Background: an optimization exercise with open tools, aiming at small area, a short achievable clock period and few clock cycles. Do not read the settings as production practice.
Where RTL was checked, it was by simulation tests only, not by an equivalence proof against the original.

==> 04-28 <==
==> flow/design.v (excerpt) <==
module CONVCOR(clk, rst_n, in_valid, in_a, in_b, in_mode, out_valid, out);
input clk, rst_n, in_valid, in_mode;
input [15:0] in_a, in_b;
output reg out_valid;
output reg signed [35:0] out;
reg m;
reg [3:0] cnt;
reg acc;
wire idle = (cnt == 4'd0);
wire mm = idle ? in_mode : m;
wire last = m ? (cnt == 4'd4) : (cnt == 4'd10);
wire [3:0] ncnt = idle ? {3'd0, in_valid} : (last ? 4'd0 : cnt + 4'd1);
reg [15:0] A1, A2, A3, B1, B2, B3;
wire shift = (cnt[3:2] == 2'b00) && (cnt[1:0] != 2'b11);
always @(posedge clk) begin
  A1 <= shift ? in_a : A3; A2 <= A1; A3 <= A2;
  B1 <= shift ? in_b : B3; B2 <= B1; B3 <= B2;
end
reg [2:0] nax, nay;
reg npx, npy, nacc, nvalid;
always @(*) begin
  nax = 3'b000; nay = 3'b000; npx = 1'b1; npy = 1'b1; nacc = 1'b0; nvalid = 1'b0;
  if (m) begin
    nacc = (cnt == 4'd1) || (cnt == 4'd2);
    nvalid = (cnt == 4'd3);
  end else begin
    case (cnt)
      4'd1: begin npx = 1'b0; npy = 1'b0; nax = 3'b001; nay = 3'b010; end
      4'd2: begin npx = 1'b0; npy = 1'b0; nax = 3'b100; nay = 3'b001; end
      4'd3: begin npx = 1'b0; npy = 1'b0; nax = 3'b100; nay = 3'b100; end
      4'd4: begin npx = 1'b0; npy = 1'b0; nax = 3'b100; nay = 3'b010; end
      4'd5: begin npx = 1'b0; npy = 1'b0; nax = 3'b010; nay = 3'b001; end
      4'd6: begin npx = 1'b0; npy = 1'b0; nax = 3'b010; nay = 3'b100; end
      4'd7: begin npx = 1'b0; npy = 1'b0; nax = 3'b100; nay = 3'b100; end
  ...
clock: 12.5 ns
lec_check: 0
cap_margin: 20
core_margin: 2
core_utilization: 40
slew_margin: 20
standard.sh (not shown) runs the stock make flow with config.mk's settings and CLKGATE_MAP_FILE= SYNTH_SCRIPT=/design/flow/synth_recipe.tcl, a recipe that flattens the netlist after the stock synthesis.
==> flow/flow/run.sh <==
#!/bin/bash
set -euo pipefail
bash standard.sh SETUP_SLACK_MARGIN=8 finish > standard_flow.log 2>&1
==> 07-05: changes against 04-28 <==
--- a/flow/design.v
+++ b/flow/design.v
@@ -1,88 +1,70 @@
 module CONVCOR(clk, rst_n, in_valid, in_a, in_b, in_mode, out_valid, out);
 input clk, rst_n, in_valid, in_mode;
 input [15:0] in_a, in_b;
 output reg out_valid;
 output reg signed [35:0] out;
+reg [15:0] A1, A2, A3, B1, B2, B3;
+always @(posedge clk) begin
+  if (in_valid) begin
+    A1 <= in_a; A2 <= A1; A3 <= A2;
+    B1 <= in_b; B2 <= B1; B3 <= B2;
+  end
+end
 reg m;
 reg [3:0] cnt;
 reg acc;
-wire idle = (cnt == 4'd0);
-wire mm = idle ? in_mode : m;
+wire mm = (cnt == 4'd0) ? in_mode : m;
 wire last = m ? (cnt == 4'd4) : (cnt == 4'd10);
-wire [3:0] ncnt = idle ? {3'd0, in_valid} : (last ? 4'd0 : cnt + 4'd1);
-reg [15:0] A1, A2, A3, B1, B2, B3;
-wire shift = (cnt[3:2] == 2'b00) && (cnt[1:0] != 2'b11);
-always @(posedge clk) begin
-  A1 <= shift ? in_a : A3; A2 <= A1; A3 <= A2;
-  B1 <= shift ? in_b : B3; B2 <= B1; B3 <= B2;
-end
-reg [2:0] nax, nay;
-reg npx, npy, nacc, nvalid;
+wire [3:0] ncnt = (cnt == 4'd0) ? {3'd0, in_valid} : (last ? 4'd0 : cnt + 4'd1);
+reg [1:0] sx, sy;
+reg nacc, nvalid;
 always @(*) begin
-  nax = 3'b000; nay = 3'b000; npx = 1'b1; npy = 1'b1; nacc = 1'b0; nvalid = 1'b0;
-  if (m) begin
+  sx = 2'd0; sy = 2'd0; nacc = 1'b0; nvalid = 1'b0;
+  if (mm) begin
     nacc = (cnt == 4'd1) || (cnt == 4'd2);
     nvalid = (cnt == 4'd3);
   end else begin
     case (cnt)
-      4'd1: begin npx = 1'b0; npy = 1'b0; nax = 3'b001; nay = 3'b010; end
-      4'd2: begin npx = 1'b0; npy = 1'b0; nax = 3'b100; nay = 3'b001; end
-      4'd3: begin npx = 1'b0; npy = 1'b0; nax = 3'b100; nay = 3'b100; end
-      4'd4: begin npx = 1'b0; npy = 1'b0; nax = 3'b100; nay = 3'b010; end
-      4'd5: begin npx = 1'b0; npy = 1'b0; nax = 3'b010; nay = 3'b001; end
-      4'd6: begin npx = 1'b0; npy = 1'b0; nax = 3'b010; nay = 3'b100; end
-      4'd7: begin npx = 1'b0; npy = 1'b0; nax = 3'b100; nay = 3'b100; end
+      4'd1: begin sx = 2'd1; sy = 2'd0; end
+      4'd2: begin sx = 2'd1; sy = 2'd2; nacc = 1'b1; end
+      4'd3: begin sx = 2'd3; sy = 2'd1; end
+      4'd4: begin sx = 2'd2; sy = 2'd2; nacc = 1'b1; end
+      4'd5: begin sx = 2'd1; sy = 2'd3; nacc = 1'b1; end
+      4'd6: begin sx = 2'd2; sy = 2'd1; end
+      4'd7: begin sx = 2'd1; sy = 2'd2; nacc = 1'b1; end
+      4'd8: begin sx = 2'd1; sy = 2'd1; end
       default: ;
     endcase
-    nacc = (cnt == 4'd2) || (cnt == 4'd4) || (cnt == 4'd5) || (cnt == 4'd7);
     nvalid = (cnt == 4'd1) || (cnt == 4'd3) || (cnt == 4'd6) || (cnt == 4'd8) || (cnt == 4'd9);
   end
-  if (idle) begin
-    nax = 3'b000; nay = 3'b000; npx = 1'b1; npy = 1'b1; nacc = 1'b0; nvalid = 1'b0;
-  end
 end
-reg [2:0] ax, ay;
-reg px, py;
-always @(posedge clk) begin
-  if (!rst_n) begin
-    px <= 1'b1; py <= 1'b1; ax <= 3'b000; ay <= 3'b000;
-  end else if (idle) begin
-    px <= 1'b1; py <= 1'b1; ax <= 3'b000; ay <= 3'b000;
-    if (in_valid && !in_mode) begin px <= 1'b0; ax <= 3'b001; end
-  end else begin
-    px <= npx; py <= npy; ax <= nax; ay <= nay;
+wire [15:0] nx = (sx == 2'd0) ? in_a : (sx == 2'd1) ? A1 : (sx == 2'd2) ? A2 : A3;
+wire [15:0] ny = (sy == 2'd0) ? in_b : (sy == 2'd1) ? B1 : (sy == 2'd2) ? B2 : B3;
+reg [3:0] n_r_one, n_r_two, n_r_neg, n_i_one, n_i_two, n_i_neg;
+integer k;
+always @(*) begin
+  for (k = 0; k < 4; k = k + 1) begin
+    n_r_one[k] = ny[8+2*k] ^ ((k == 0) ? 1'b0 : ny[8+2*k-1]);
+    n_r_two[k] = (ny[8+2*k+1] & ~ny[8+2*k] & ~((k == 0) ? 1'b0 : ny[8+2*k-1])) |
+                 (~ny[8+2*k+1] & ny[8+2*k] & ((k == 0) ? 1'b0 : ny[8+2*k-1]));
+    n_r_neg[k] = ny[8+2*k+1];
+    n_i_one[k] = ny[2*k] ^ ((k == 0) ? 1'b0 : ny[2*k-1]);
+    n_i_two[k] = (ny[2*k+1] & ~ny[2*k] & ~((k == 0) ? 1'b0 : ny[2*k-1])) |
+                 (~ny[2*k+1] & ny[2*k] & ((k == 0) ? 1'b0 : ny[2*k-1]));
+    n_i_neg[k] = ny[2*k+1];
   end
 end
-wire [15:0] sx = ({16{ax[0]}} & A1) | ({16{ax[1]}} & A2) | ({16{ax[2]}} & A3);
-wire [15:0] sy = ({16{ay[0]}} & B1) | ({16{ay[1]}} & B2) | ({16{ay[2]}} & B3);
-function [11:0] benc(input [7:0] y);    
-  integer k;
-  reg ym;
-  begin
-    for (k = 0; k < 4; k = k + 1) begin
-      ym = (k == 0) ? 1'b0 : y[2*k-1];
-      benc[k] = y[2*k] ^ ym;
-      benc[4+k] = (y[2*k+1] & ~y[2*k] & ~ym) | (~y[2*k+1] & y[2*k] & ym);
-      benc[8+k] = y[2*k+1];
-    end
-  end
-endfunction
-wire [11:0] er_pin = benc(in_b[15:8]), ei_pin = benc(in_b[7:0]);
-wire [11:0] er_st = benc(sy[15:8]), ei_st = benc(sy[7:0]);
-wire [11:0] ner = py ? er_pin : er_st;
-wire [11:0] nei = py ? ei_pin : ei_st;
-wire [15:0] nx = px ? in_a : sx;
 reg [7:0] xr, xi;
 reg [3:0] r_one, r_two, r_neg, i_one, i_two, i_nre, i_nim;
 always @(posedge clk) begin
   xr <= nx[15:8]; xi <= nx[7:0];
-  r_one <= ner[3:0]; r_two <= ner[7:4]; r_neg <= ner[11:8];
-  i_one <= nei[3:0]; i_two <= nei[7:4];
-  i_nre <= nei[11:8] ^ {4{~mm}};
-  i_nim <= nei[11:8] ^ {4{mm}};
+  r_one <= n_r_one; r_two <= n_r_two; r_neg <= n_r_neg;
+  i_one <= n_i_one; i_two <= n_i_two;
+  i_nre <= n_i_neg ^ {4{~mm}};
+  i_nim <= n_i_neg ^ {4{mm}};
 end
 always @(posedge clk) begin
   if (!rst_n) begin
     cnt <= 4'd0;
     out_valid <= 1'b0;
     acc <= 1'b0;
==> flow/run.sh (new file) <==
#!/bin/bash
# synth_recipe.tcl (not shown) runs the flow's synth.tcl, then flattens the netlist and writes it again
# the make line also repeats each setting of config.mk as NAME=value (left out here)
make -C /OpenROAD-flow-scripts/flow DESIGN_CONFIG=/design/flow/config.mk WORK_HOME=/design/flow/orfs CLKGATE_MAP_FILE= SYNTH_SCRIPT=/design/flow/synth_recipe.tcl finish
removed: flow/flow/run.sh
removed: flow/standard.sh
==> reports/metrics.csv <==
stage,metric,value,unit
sta,Layout Skew,0.0124,ns
worst_setup_path,CP endpoint,out[15],
worst_setup_path,R2R Path End,out[15],
route,Metal-1 WL,14.5,mm
worst_setup_path,critical path depth,15,
logic_synthesis,ys flop type,edfxtp_1,
global_route,grt met3 use,0.0324,
placement,gpl congestion,0.825,
worst_setup_path,Worst path max stage delay,0.71,ns
sta,Fin Hold WS,0.438,ns
global_route,GRT Util Overall,0.184,
worst_setup_path,"reg-to-reg slack, setup",7.01,ns
route,metal2 WL,15.1,mm
status,status,timing/DRC/antenna clean,
placement,placed insts,1750,
global_route,vias in the first global route,9718,
-- figures above: 07-05

==> reports/metrics.csv <==
stage,metric,value,unit
worst_setup_path,CP endpoint,out[16],
logic_synthesis,ys flop type,dfxtp_1,
global_route,GRT Util Overall,0.200,
placement,gpl congestion,0.813,
route,metal2 WL,16.9,mm
global_route,vias in the first global route,10800,
placement,placed insts,1845,
route,Metal-1 WL,15.4,mm
sta,Fin Hold WS,0.345,ns
worst_setup_path,critical path depth,16,
sta,Layout Skew,0.0139,ns
worst_setup_path,Worst path max stage delay,0.55,ns
status,status,timing/DRC/antenna clean,
-- figures above: 04-28

Testbench counts of 07-05, summed over its fixed seeds: cycles 12,944.
For 04-28, only the layout was checked, not whether the RTL still works.

* * *

==> build 58 <==
CONVCOR, a different RTL version from the one above (not shown whole).
## CONVCOR
module CONVCOR(clk, rst_n, in_valid, in_a, in_b, in_mode, out_valid, out);
input clk, rst_n, in_valid, in_mode;
input [15:0] in_a, in_b;
output reg out_valid;
output reg signed [35:0] out;
reg m;
reg [3:0] cnt;
reg acc;
wire idle = (cnt == 4'd0);
wire mm = idle ? in_mode : m;
wire last = m ? (cnt == 4'd5) : (cnt == 4'd11);
wire [3:0] ncnt = idle ? {3'd0, in_valid} : (last ? 4'd0 : cnt + 4'd1);
reg [15:0] A1, A2, A3, B1, B2, B3;
wire shift = (cnt[3:2] == 2'b00) && (cnt[1:0] != 2'b11);
always @(posedge clk) begin
  A1 <= shift ? in_a : A3; A2 <= A1; A3 <= A2;
  B1 <= shift ? in_b : B3; B2 <= B1; B3 <= B2;
end
reg [2:0] nax, nay;
reg npx, npy, nacc, nvalid;
always @(*) begin
  nax = 3'b000; nay = 3'b000; npx = 1'b1; npy = 1'b1; nacc = 1'b0; nvalid = 1'b0;
  if (m) begin
    nacc = (cnt == 4'd1) || (cnt == 4'd2);
    nvalid = (cnt == 4'd4);
  end else begin
    case (cnt)
      4'd1: begin npx = 1'b0; npy = 1'b0; nax = 3'b001; nay = 3'b010; end
      4'd2: begin npx = 1'b0; npy = 1'b0; nax = 3'b100; nay = 3'b001; end
      4'd3: begin npx = 1'b0; npy = 1'b0; nax = 3'b100; nay = 3'b100; end
      4'd4: begin npx = 1'b0; npy = 1'b0; nax = 3'b100; nay = 3'b010; end
      4'd5: begin npx = 1'b0; npy = 1'b0; nax = 3'b010; nay = 3'b001; end
      4'd6: begin npx = 1'b0; npy = 1'b0; nax = 3'b010; nay = 3'b100; end
  ...
==> flow/config.mk <==
export PLATFORM = sky130hd
export DESIGN_NAME = CONVCOR
export DESIGN_NICKNAME = CONVCOR
export VERILOG_FILES = /design/flow/design.v
export SDC_FILE = /design/flow/constraint.sdc
export NUM_CORES = 4
export LEC_CHECK = 0
export CAP_MARGIN = 20
export CORE_MARGIN = 2
export CORE_UTILIZATION = 60
export CTS_BUF_LIST = sky130_fd_sc_hd__clkbuf_16
export CTS_CLUSTER_DIAMETER = 120
export CTS_CLUSTER_SIZE = 25
export SLEW_MARGIN = 20
==> flow/constraint.sdc <==
create_clock -name core_clock -period 12.5 [get_ports {clk}]
set_input_delay 2.5000 -clock core_clock [delete_from_list [all_inputs] [get_ports {clk}]]
set_output_delay 2.5000 -clock core_clock [all_outputs]
set_load 0.01 [all_outputs]
==> flow/flow/run.sh <==
#!/bin/bash
set -euo pipefail
bash standard.sh SETUP_SLACK_MARGIN=9 "BUFFER_PORTS_ARGS=-buffer_cell sky130_fd_sc_hd__buf_1" finish > standard_flow.log 2>&1
==> build 53: changes against build 58 <==
==> flow/flow/run.sh (replaced) <==
#!/bin/bash
set -euo pipefail
bash standard.sh SETUP_SLACK_MARGIN=9 finish > standard_flow.log 2>&1
Settings changed: CORE_UTILIZATION 60 to 40, CTS_BUF_LIST sky130_fd_sc_hd__clkbuf_16 to sky130_fd_sc_hd__clkbuf_8, CTS_CLUSTER_DIAMETER 120 to not set, CTS_CLUSTER_SIZE 25 to 30.
==> qor summary <==
quantity                                                                              build 53                  build 58
Global placement routability congestion                                                  0.808                     0.861
Highest achievable clock rate                                                        0.282 GHz                 0.289 GHz
Setup WS pre-CTS                                                                       8610 ps                   8770 ps
Launching element of the worst setup path                                              out[16]                   out[11]
Clock Pin Slew Worst Setup and Hold Paths                                                60 ps                    100 ps
Met3 demand-to-capacity share in global routing                                          3.18%                     3.30%
Status                                                                timing/DRC/antenna clean  timing/DRC/antenna clean
Maximum fanout along the worst path                                                          3                         2
Final routed wire length divided by cell count                                    16.9 microns              17.8 microns
Number of filler instances in the final layout                                            3414                      2007
Die Height                                                                         195 microns               160 microns
Period minus WS final                                                                  3540 ps                   3460 ps
Share of final layout cell area taken by clock buffers and inverters                     6.24%                     2.50%
CP max stage cell                                                     sky130_fd_sc_hd__dfxtp_2  sky130_fd_sc_hd__dfxtp_1
Testbench counts of build 58, summed over its fixed seeds: cycles 14,544.
Testbench counts of build 53, summed over its fixed seeds: cycles 14,544.

* * *

==> inputs of run a <==
Starting RTL as in the previous note.
// CONVCOR
module CONVCOR(clk, rst_n, in_valid, in_a, in_b, in_mode, out_valid, out);
==> flow/config.mk <==
export PLATFORM = sky130hd
export DESIGN_NAME = CONVCOR
export DESIGN_NICKNAME = CONVCOR
export VERILOG_FILES = /design/flow/design.v
export SDC_FILE = /design/flow/constraint.sdc
export NUM_CORES = 4
export LEC_CHECK = 0
export CAP_MARGIN = 20
export CORE_MARGIN = 2
export CORE_UTILIZATION = 75
export CTS_BUF_LIST = sky130_fd_sc_hd__clkbuf_16
export CTS_CLUSTER_DIAMETER = 100
export CTS_CLUSTER_SIZE = 30
export SLEW_MARGIN = 20
==> flow/constraint.sdc <==
create_clock -name core_clock -period 12.5 [get_ports {clk}]
set_input_delay 2.5000 -clock core_clock [delete_from_list [all_inputs] [get_ports {clk}]]
set_output_delay 2.5000 -clock core_clock [all_outputs]
set_load 0.01 [all_outputs]
==> flow/flow/run.sh <==
#!/bin/bash
set -euo pipefail
bash standard.sh SETUP_SLACK_MARGIN=9 finish > standard_flow.log 2>&1
==> run b: changes against run a <==
--- a/flow/design.v
+++ b/flow/design.v
@@ -64,16 +64,15 @@
       benc[k] = y[2*k] ^ ym;
       benc[4+k] = (y[2*k+1] & ~y[2*k] & ~ym) | (~y[2*k+1] & y[2*k] & ym);
       benc[8+k] = y[2*k+1];
     end
   end
 endfunction
-wire [11:0] er_pin = benc(in_b[15:8]), ei_pin = benc(in_b[7:0]);
-wire [11:0] er_st = benc(sy[15:8]), ei_st = benc(sy[7:0]);
-wire [11:0] ner = py ? er_pin : er_st;
-wire [11:0] nei = py ? ei_pin : ei_st;
+wire [15:0] ny = py ? in_b : sy;
+wire [11:0] ner = benc(ny[15:8]);
+wire [11:0] nei = benc(ny[7:0]);
 wire [15:0] nx = px ? in_a : sx;
 reg [7:0] xr, xi;
 reg [3:0] r_one, r_two, r_neg, i_one, i_two, i_nre, i_nim;
 always @(posedge clk) begin
   xr <= nx[15:8]; xi <= nx[7:0];
   r_one <= ner[3:0]; r_two <= ner[7:4]; r_neg <= ner[11:8];
==> flow/flow/run.sh (replaced) <==
#!/bin/bash
set -euo pipefail
bash standard.sh SETUP_SLACK_MARGIN=9 "BUFFER_PORTS_ARGS=-buffer_cell sky130_fd_sc_hd__buf_1" finish > standard_flow.log 2>&1
- CORE_UTILIZATION: 75 -> 70
- CTS_CLUSTER_DIAMETER: 100 -> 150
- CTS_CLUSTER_SIZE: 30 -> 20
==> run c: changes against run a <==
- CORE_UTILIZATION: 75 -> 70
- CTS_BUF_LIST: sky130_fd_sc_hd__clkbuf_16 -> default
- CTS_CLUSTER_DIAMETER: 100 -> default
==> run d: changes against run a <==
- CORE_UTILIZATION: 75 -> 40
- CTS_BUF_LIST: sky130_fd_sc_hd__clkbuf_16 -> default
- CTS_CLUSTER_DIAMETER: 100 -> default
- CTS_CLUSTER_SIZE: 30 -> default
==> comparison table <==
| item | run a | run c | run d | run b |
|---|---|---|---|---|
| Result of the run | timing/DRC/antenna clean | timing/DRC/antenna clean | timing/DRC/antenna clean | timing/DRC/antenna clean |
| Post-route design area | 15720 µm² | 16440 µm² | 17050 µm² | 15300 µm² |
| Clk Latency, worst-skew pair | 0.50 ns | 0.54 ns | 0.56 ns | 0.51 ns |
| Synth Area in XOR/XNOR | 0.1108 | 0.1108 | 0.1108 | 0.1115 |
| Met2 routed WL | 15.62 mm | 15.64 mm | 15.31 mm | 14.42 mm |
| CP max stage delay | 0.35 ns | 0.33 ns | 0.35 ns | 0.34 ns |
| Highest routing layer actually used | met4 | met5 | met4 | met4 |
| Crit-path max FO | 2 | 2 | 3 | 2 |
| Worst Setup Slack, final | 9.029 ns | 9.015 ns | 8.978 ns | 9.030 ns |
| Synth Area in Adders | 0.2256 | 0.2256 | 0.2256 | 0.2294 |
| Clock buffer count from CTS | 12 | 25 | 28 | 16 |
| Worst-case hold slack | 0.3436 ns | 0.3368 ns | 0.3246 ns | 0.3327 ns |
Testbench counts of run a, summed over its fixed seeds: cycles 14,544.
Testbench counts of run b, summed over its fixed seeds: cycles 14,544.
Testbench counts of run c, summed over its fixed seeds: cycles 14,544.
Testbench counts of run d, summed over its fixed seeds: cycles 14,544.

port drivers added, routing unchanged:
Ports are ideal in the flow. The routed layouts listed here were re-timed in OpenROAD.
Step 1, drivers: a clkbuf_16 drives clk and a buf_2 each remaining input, both assumed.
Step 2 times the ports against the registers' clock, not the clock port: input delays grow and output delays shrink by t, the midpoint of the rising clock arrivals with the driver on.
Three values: ideal, step 1, step 2; two values: the first two.
run | shift t [ns] | setup WS [ns] | worst setup path after step 2 | pins driven straight from the clock port
04-28 | 0.500 | 7.966 / 7.966 / 7.966 | register to register | 1
07-05 | 0.497 | 7.006 / 7.006 / 7.006 | register to register | 1
build 58 | 0.540 | 9.035 / 8.988 / 8.954 | input to register | 1
build 53 | 0.615 | 8.957 / 8.911 / 8.620 | input to register | 1
run a | 0.538 | 9.029 / 8.981 / 8.617 | input to register | 1
run b | 0.550 | 9.030 / 8.978 / 8.916 | input to register | 1
run c | 0.582 | 9.015 / 8.966 / 8.629 | input to register | 1
run d | 0.612 | 8.978 / 8.925 / 8.621 | input to register | 1
After both steps setup and hold are still met in every run listed. For run a, which loses most, drivers alone change the setup slack by -0.048 ns; drivers and shift together by -0.412 ns.
